Source: an optimization exercise on an open RTL-to-GDS flow (aim: small area and a short achievable clock period). Production flows keep margins and buffers that such runs may drop.
The RTL was checked by simulation tests, not by an equivalence proof against the original design.
Power figures rest on the tool's default switching activity, not on a simulated workload.

**design/flow/constraint.sdc**
```tcl
create_clock -name core_clock -period 8.0 [get_ports {clk}]
set_input_delay 1.6000 -clock core_clock [delete_from_list [all_inputs] [get_ports {clk}]]
set_output_delay 1.6000 -clock core_clock [all_outputs]
set_load 0.01 [all_outputs]
```
**design/flow/config.mk**
```make
export PLATFORM = sky130hd
export DESIGN_NAME = DSP_project
export DESIGN_NICKNAME = DSP_project
export VERILOG_FILES = /design/flow/design.v
export SDC_FILE = /design/flow/constraint.sdc
export NUM_CORES = 4
export LEC_CHECK = 0
export CAP_MARGIN = 20
export CORE_MARGIN = 2
export CORE_UTILIZATION = 40
export SLEW_MARGIN = 20
```
**design/flow/design.v**
```verilog
module register_or_not (clk, in, out, rst, enable);
    parameter SEL = 1; 
    parameter RSTTYPE = "SYNC";
    parameter WIDTH = 18; 
    input clk, rst, enable; 
    input [WIDTH-1:0] in;
    output reg [WIDTH-1:0] out;
    generate
        if (SEL == 0) begin
            always @(*) begin
                out = in; 
            end
        end else if (SEL == 1) begin
            if (RSTTYPE == "SYNC") begin
                always @(posedge clk) begin
                    if (rst) begin
                        out <= 0;
                    end else if (enable) begin
                        out <= in;
                    end
                end
            end else if (RSTTYPE == "ASYNC") begin
                always @(posedge clk or posedge rst) begin
                    if (rst) begin
                        out <= 0;
                    end else if (enable) begin
                        out <= in;
                    end
                end
            end
        end
    endgenerate
endmodule
module DSP_project (A , B , D , C , clk , CARRYIN , OPMODE , BCIN , RSTA , RSTB , RSTM , RSTP ,
	 RSTC , RSTD , RSTCARRYIN , RSTOPMODE , CEA , CEB , CEM , CEP , CEC , CED , CECARRYIN , CEOPMODE , PCIN ,
	 BCOUT , PCOUT , P , M , CARRYOUT , CARRYOUTF );
parameter A0REG = 0 ; parameter A1REG= 1 ; parameter B0REG = 0 ; parameter B1REG = 1 ;
parameter CREG = 1 ; parameter DREG = 1 ; parameter MREG =1 ;  parameter PREG = 1 ; 
parameter CARRYINREG = 1 ; parameter CARRYOUTREG =1 ; parameter OPMODEREG = 1 ;
parameter CARRYINSEL = "OPMODE5" ; parameter B_INPUT = "DIRECT" ;  parameter RSTTYPE = "SYNC";
input [17:0] A , B , D , BCIN ;
input [47:0] C , PCIN ;
input [7:0] OPMODE ;
input clk , CARRYIN  , RSTA , RSTB , RSTM , RSTP ,RSTC , RSTD , RSTCARRYIN , RSTOPMODE ;
input  CEA , CEB , CEM , CEP , CEC , CED , CECARRYIN , CEOPMODE  ;
output CARRYOUT  ;
output reg CARRYOUTF ; 
output reg [17:0]BCOUT ;
output [47:0] P ;
output reg [47:0] PCOUT ;
output reg [35:0] M ;
wire [17:0] b , b0 , d , a0  , a1 , b1 ;
reg [17:0]  pre_adder_subtracter , b1_before  ;
wire [47:0] c  ;
reg [47:0] d_a_b_connected , x , z , post_adder_subtracter  ;
reg [35:0] multiplication  ;
wire [35:0] m ;
wire [7:0] opmode ; 
wire carry_cascade , cyi  ; 
reg  cyo ;
register_or_not #(.SEL(A0REG), .RSTTYPE(RSTTYPE) , .WIDTH(18)) a00 (.clk(clk), .in(A), .out(a0), .rst(RSTA), .enable(CEA));
register_or_not #(.SEL(B0REG), .RSTTYPE(RSTTYPE) , .WIDTH(18)) b00 (.clk(clk), .in(b), .out(b0), .rst(RSTB), .enable(CEB));
register_or_not #(.SEL(CREG), .RSTTYPE(RSTTYPE) , .WIDTH(48)) cc (.clk(clk), .in(C), .out(c), .rst(RSTC), .enable(CEC));
register_or_not #(.SEL(DREG), .RSTTYPE(RSTTYPE) , .WIDTH(18)) dd (.clk(clk), .in(D), .out(d), .rst(RSTD), .enable(CED));
register_or_not #(.SEL(OPMODEREG), .RSTTYPE(RSTTYPE) , .WIDTH(8)) opmodee (.clk(clk), .in(OPMODE), .out(opmode), .rst(RSTOPMODE), .enable(CEOPMODE));
register_or_not #(.SEL(A1REG), .RSTTYPE(RSTTYPE) , .WIDTH(18)) a11 (.clk(clk), .in(a0), .out(a1), .rst(RSTA), .enable(CEA));
register_or_not #(.SEL(B1REG), .RSTTYPE(RSTTYPE) , .WIDTH(18)) b11 (.clk(clk), .in(b1_before), .out(b1), .rst(RSTB), .enable(CEB));
register_or_not #(.SEL(CARRYINREG), .RSTTYPE(RSTTYPE) , .WIDTH(1)) carry_cas (.clk(clk), .in(carry_cascade), .out(cyi), .rst(RSTCARRYIN), .enable(CECARRYIN));
register_or_not #(.SEL(MREG), .RSTTYPE(RSTTYPE) , .WIDTH(36)) mm (.clk(clk), .in(multiplication), .out(m), .rst(RSTM), .enable(CEM));
register_or_not #(.SEL(CARRYOUTREG), .RSTTYPE(RSTTYPE) , .WIDTH(1)) carry_out (.clk(clk), .in(cyo), .out(CARRYOUT), .rst(RSTCARRYIN), .enable(CECARRYIN));
register_or_not #(.SEL(PREG), .RSTTYPE(RSTTYPE) , .WIDTH(48)) pp (.clk(clk), .in(post_adder_subtracter), .out(P), .rst(RSTP), .enable(CEP));
generate 
	if(B_INPUT=="DIRECT")
	assign b = B ;	
	else if (B_INPUT=="CASCADE")
	assign b= BCIN ;
endgenerate
generate
	if(CARRYINSEL == "OPMODE5")
  assign carry_cascade = opmode[5];
else if (CARRYINSEL == "CARRYIN")
  assign carry_cascade = CARRYIN ;
endgenerate
	always @(*) begin
		if(opmode[6]==0)
		pre_adder_subtracter=b0+d ;
		else 
		pre_adder_subtracter=d-b0 ;
		if(opmode[4])
		b1_before= pre_adder_subtracter ;
		else 
		b1_before= b0 ; 
		BCOUT= b1 ;
		multiplication=b1*a1 ;
		M=m ;
		d_a_b_connected = {d[11:0] , a1 , b1 } ;
		case (opmode[3:2])
		2'b00 : z= 48'b0;
		2'b01 : z= PCIN ;
		2'b10 : z= P ;
		2'b11 : z= c;
		endcase
		case (opmode[1:0]) 
		2'b00 : x= 48'b0;
		2'b01 : x= m ;
		2'b10 : x= P ;
		2'b11 : x= d_a_b_connected;
		endcase
		if (opmode[7])
		{cyo,post_adder_subtracter}= z-x-cyi ;
		else 
		{cyo,post_adder_subtracter}= z+x+cyi ;
		CARRYOUTF=CARRYOUT ;
		PCOUT=P;
	end
endmodule
```
**design/flow/run.sh**
```bash
#!/bin/bash
# synth_recipe.tcl (not shown) runs the flow's synth.tcl, then flattens the netlist and writes it again
# the make line also repeats each setting of config.mk as NAME=value (left out here)
make -C /OpenROAD-flow-scripts/flow DESIGN_CONFIG=/design/flow/config.mk WORK_HOME=/design/flow/orfs CLKGATE_MAP_FILE= SYNTH_SCRIPT=/design/flow/synth_recipe.tcl finish
```
==> run notes <==
Status:
- The flow ran to the end and the layout has no timing, DRC or antenna violations.

Yosys:
- The average cell area after synthesis is around 8.3 sq um.
- By count the netlist is led by sky130_fd_sc_hd__inv_1, sky130_fd_sc_hd__nand2_1, sky130_fd_sc_hd__nor2_1, sky130_fd_sc_hd__ha_1, sky130_fd_sc_hd__fa_1.
- After synthesis the cells add up to approximately 28000 sq um.
- After synthesis the netlist holds a flip-flop and latch count of 196.
- Of all flip-flops after synthesis, the portion carrying an async set or reset was 0.
- sky130_fd_sc_hd__fa_1 takes more of the synthesized area than any other cell.
- The most frequent cell after synthesis is sky130_fd_sc_hd__inv_1.
- During synthesis, Yosys emitted a total of 7 warnings.
- By area the synthesized netlist is led by sky130_fd_sc_hd__fa_1, sky130_fd_sc_hd__dfxtp_1, sky130_fd_sc_hd__ha_1.
- In this run, distinct cell masters in the synthesized netlist total 89.
- Synthesis produced a netlist whose cell count is about 3300.
- The post-synthesis net count is 4048.
- The sequential element share of the synthesized area is 0.1418.
- Of the post-synthesis cell area, the dominant cell type holds 0.1888.
- The count of flip-flops with a built-in enable after synthesis is 0.
- Among all flip-flop cells after synthesis, the most frequent one is sky130_fd_sc_hd__dfxtp_1.

Timing:
- The highest clock rate is 139.7 MHz.
- In this run the tightest slew margin relative to its limit is 0.3053.
- For the final routed database, the setup TNS stands at 0 ns.
- Setup violations remaining at the end of the flow were counted as 0.
- The worst hold slack is 0.4919 ns.
- The final number of hold-violating endpoints is 0.
- The transition at the pin with the smallest max-transition slack is around 1.0 ns.
- The final critical-path share of the clock period is 0.8948.
- On the final layout, the worst clock skew is approximately 0.024 ns.
- The max-slew violation count came to 0.
- The smallest clock period supported by the final layout is computed as roughly 7 ns.
- Setup repair after global routing left no endpoint under its margin.

GRT:
- For this run, the total global-route usage over all layers was measured as 0.2573.
- Entering global routing, the biggest net connects 68 pins.
- The first global-routing pass estimated 140000 um of wire.
- The remaining global-route overflow is 0.
- The number of global-route vias before repair is 23630.
- The number of antenna violations at the first check in global routing came to 1.

Placed design:
- The number of cells in the design after placement is ~4400.
- The count of buffers inserted at the top-level ports is 326.
- The global placer's final weighted congestion is between 0.9 and 1.
- Detailed placement finished with a half-perimeter wire length of around 72000 um.

Power:
- The cell area power density is approximately 140 nW/um^2.
- The final total power is 4562 uW.
- The worst vdd rail ir drop is roughly 0.00012 V.
- The power share of the combinational group is 0.517.
- Internal power comes to roughly 2500 uW.
- Of the total power, registers draw 0.272.
- The leakage component of the power is 0.01505 uW.
- The reported net switching power is 2027 uW.
- The switching share of power is 0.4443.
- The proportion of power drawn by the clock network is 0.211.

Worst setup path:
- The maximum single-stage delay on the critical path is 0.89 ns.
- The worst setup path is launched from a flip-flop.
- In this design, the critical path's most frequently occurring cell is sky130_fd_sc_hd__fa_1.
- The worst setup path is captured at a flip-flop.
- Along the worst path, the maximum fanout reaches 13.
- The signal on the critical path passes through buf_4, and2_1, fa_1, inv_1, fa_1, fa_1, inv_1, fa_1, fa_1, inv_1, fa_1, inv_1, ha_1, a21oi_1, o21ai_0, a21oi_1, o2111ai_1, nor4b_1, nor2_1, a41oi_1, a21oi_1, xor2_1, a22o_1.
- For the worst setup path, the data required time is approximately 8.4 ns.
- The worst setup path is of the flip-flop to flip-flop kind.
- STA puts the critical path data arrival time at 7.58 ns.
- For this design, the slowest cell found on the critical path is sky130_fd_sc_hd__dfxtp_1.

Clocking:
- The number of gates resized after CTS is 0.
- The root buffer cell chosen for the clock tree is sky130_fd_sc_hd__clkbuf_16.
- The maximum level of the CTS H-tree is 4.
- Post-CTS timing repair inserted 0 buffers for setup.
- The later pin in the worst-skew pair is clocked with a latency of roughly 0.53 ns.
- TritonCTS built the clock tree.
- The worst-case clock buffer depth is 2.
- Buffers inserted to repair hold after CTS numbered 0.
- The number of sinks on the clock net is between 150 and 200.
- After clock tree synthesis, the clock-pin slew on the worst setup and hold paths is approximately 0.080 ns.
- Buffers inserted during clock tree synthesis total 17.

Cells and area:
- The number of filler cells placed in the layout is roughly 6800.
- The antenna diode count is 0.
- The proportion of layout cells with a drive suffix above 1 is 0.06209.
- At the end of the flow, the number of nets in the layout was ~4200.
- The finished layout holds ~4400 standard cells, fillers aside.
- From synthesis to final layout, the design area changed by 15.75%.
- The fraction of the core area covered by cells at the end of the flow is 0.4671.

Drt:
- Before antenna repair, the detailed router went through 6 iterations.
- Once detail routing completed, the nets flagged for antenna violations numbered 0.
- The total wirelength of the detailed-routed design is a little over 90000 um.
- After detailed routing, the number of remaining DRC violations is 0.
- Using the TritonRoute via totals, the vias-per-cell ratio works out to 5.420.
- For this block, the initial DRC count from the detailed router was roughly 1900.
- After detailed routing, the average wire length per cell comes to approximately 20 um.
- The detailed router placed 23990 vias in this run.

Die:
- The core area is about 69000 sq um.
- The die is approximately 270 um tall.
- Measured along the x axis, the die boundary spans approximately 270 um.
- The number of rows in the core area is between 90 and 100.
- The top-level I/O count is 346.
- The floorplan step defined a die boundary enclosing ~71000 sq um.
- The initial utilization of the core area, before any placement, comes to 0.4035.

Hold path:
- In this run the worst hold path is classified as flip-flop to flip-flop.

Flow run:
- Across the run, the number of max-cap violations was 0.
## logic make-up (layout without fill, tap and decap cells)
logic type                 count (synthesis)  after routing  synth area share
muxes                                    232            232           0.08766
buffers and inverters                    678            847           0.09973
adders and majority gates                528            528            0.3095
AOI/OAI and AO/OA                        647            647            0.1654
DFF                                      196            196            0.1418
xor gates and xnor gates                 135            135           0.04272
and+or+nand+nor                          910            910            0.1532
## registers in the layout, summed over array words and instances, names as in the netlist
register,count
a11.out,18
b11.out,18
carry_cas.out,1
carry_out.out,1
cc.out,48
dd.out,18
mm.out,36
opmodee.out,8
pp.out,48
## power by group through the flow
stage          Combinational [uW]  Sequential (uW)  Clock [uW]
6_report                     2360             1240         964
3_5_place_dp                 2340             1260           0
5_1_grt                      2600             1250        1020
2_1_floorplan                1620             1170           0
4_1_cts                      2350             1240         992
3_3_place_gp                 2330             1260           0
## worst max-delay path: cells and delay by family (launching register included)
family | cells | cell delay, ns
buffers and inverters | 5 | 0.54
DFF | 1 | 0.89
AOI/OAI and AO/OA | 7 | 1.42
adders and majority gates | 7 | 3.17
and+or+nand+nor | 3 | 0.83
xor gates and xnor gates | 1 | 0.18
## metal layers
metal / global-route usage / vias up / routed length, um
met5: 0 / - / 0
met1: 0.3610 / 11730 / 41850
met3: 0.03949 / 93 / 6385
li1: - / 11340 / -
met4: 0.07470 / 0 / 2148
met2: 0.4079 / 832 / 40840
## metrics by stage
stage | setup WS [ns] | area [sq um]
2_1_floorplan | 1.706 | 27680
3_3_place_gp | 0.9121 | 31410
3_5_place_dp | 0.8574 | 31410
4_1_cts | 0.8471 | 32030
5_1_grt | 0.4681 | 32030
6_report | 0.8414 | 32030
## cells in the final DEF (no fill, tap or decap), types with 48 or more instances in the layout
cell type                         synthesis  routed
sky130_fd_sc_hd__nor2_1                 275     275
sky130_fd_sc_hd__nand2_1                297     297
sky130_fd_sc_hd__inv_1                  424     424
sky130_fd_sc_hd__fa_1                   261     261
sky130_fd_sc_hd__mux2i_1                149     149
sky130_fd_sc_hd__mux2_2                  83      83
sky130_fd_sc_hd__xnor2_1                 87      87
sky130_fd_sc_hd__dfxtp_1                196     190
sky130_fd_sc_hd__and2_1                 140     140
sky130_fd_sc_hd__a211oi_1                52      52
sky130_fd_sc_hd__ha_1                   267     267
sky130_fd_sc_hd__a21oi_1                148     148
sky130_fd_sc_hd__clkdlybuf4s50_1          0     320
sky130_fd_sc_hd__o21ai_0                 73      73
sky130_fd_sc_hd__a21o_1                  88      88
sky130_fd_sc_hd__buf_4                   51      64
sky130_fd_sc_hd__a22o_1                  84      84
sky130_fd_sc_hd__xor2_1                  48      48
## layout make-up
type / instances / area, sq um / area share
clock inverter: 15 / 201.4 / 0.006289
sequential: 196 / 3931 / 0.1227
tap: 931 / 1165 / 0.03636
timing repair buffer: 390 / 3714 / 0.1159
inverter: 425 / 1595 / 0.04980
multi-input combinational: 2452 / 21000 / 0.6556
clock buffer: 17 / 425.4 / 0.01328
## path summary, 6_finish.rpt
check / endpoint / depth (start not counted) / startpoint / slack [ns]
hold reg to reg: cc.out[2] / 2 / cc.out[2] / 0.49
hold / removal: cc.out[2] / 2 / cc.out[2] / 0.49
setup / recovery: mm.out[33] / 23 / b11.out[9] / 0.84
setup reg to reg: mm.out[33] / 23 / b11.out[9] / 0.84

-- afterwards: timing with drivers on the ports --
How much do the figures lean on ideal ports? The routed layout below was timed once more, with nothing changed but the port constraints. Step 1 sets driving cells, clkbuf_16 on the clock port and buf_2 on the other inputs (assumed; they add their load-dependent delay and slew). Step 2 adds t to the input delays and takes it off the output delays; t is the mean of the earliest and latest rising clock arrival at the registers after step 1. Input paths then give back, and output paths get back, about the clock's delay inside the block. Slacks: ideal / step 1 / step 2; pairs: ideal / step 1.
t (ns): 0.579
setup slack, ns: 0.841 / 0.841 / 0.841
slew at the worst register clock pin (ns): 0.10 / 0.10
cell pins on the clock port's net: 1
After both steps setup and hold are still met in this run. For this run, drivers alone change the setup slack by 0.000 ns; drivers and shift together by 0.000 ns.
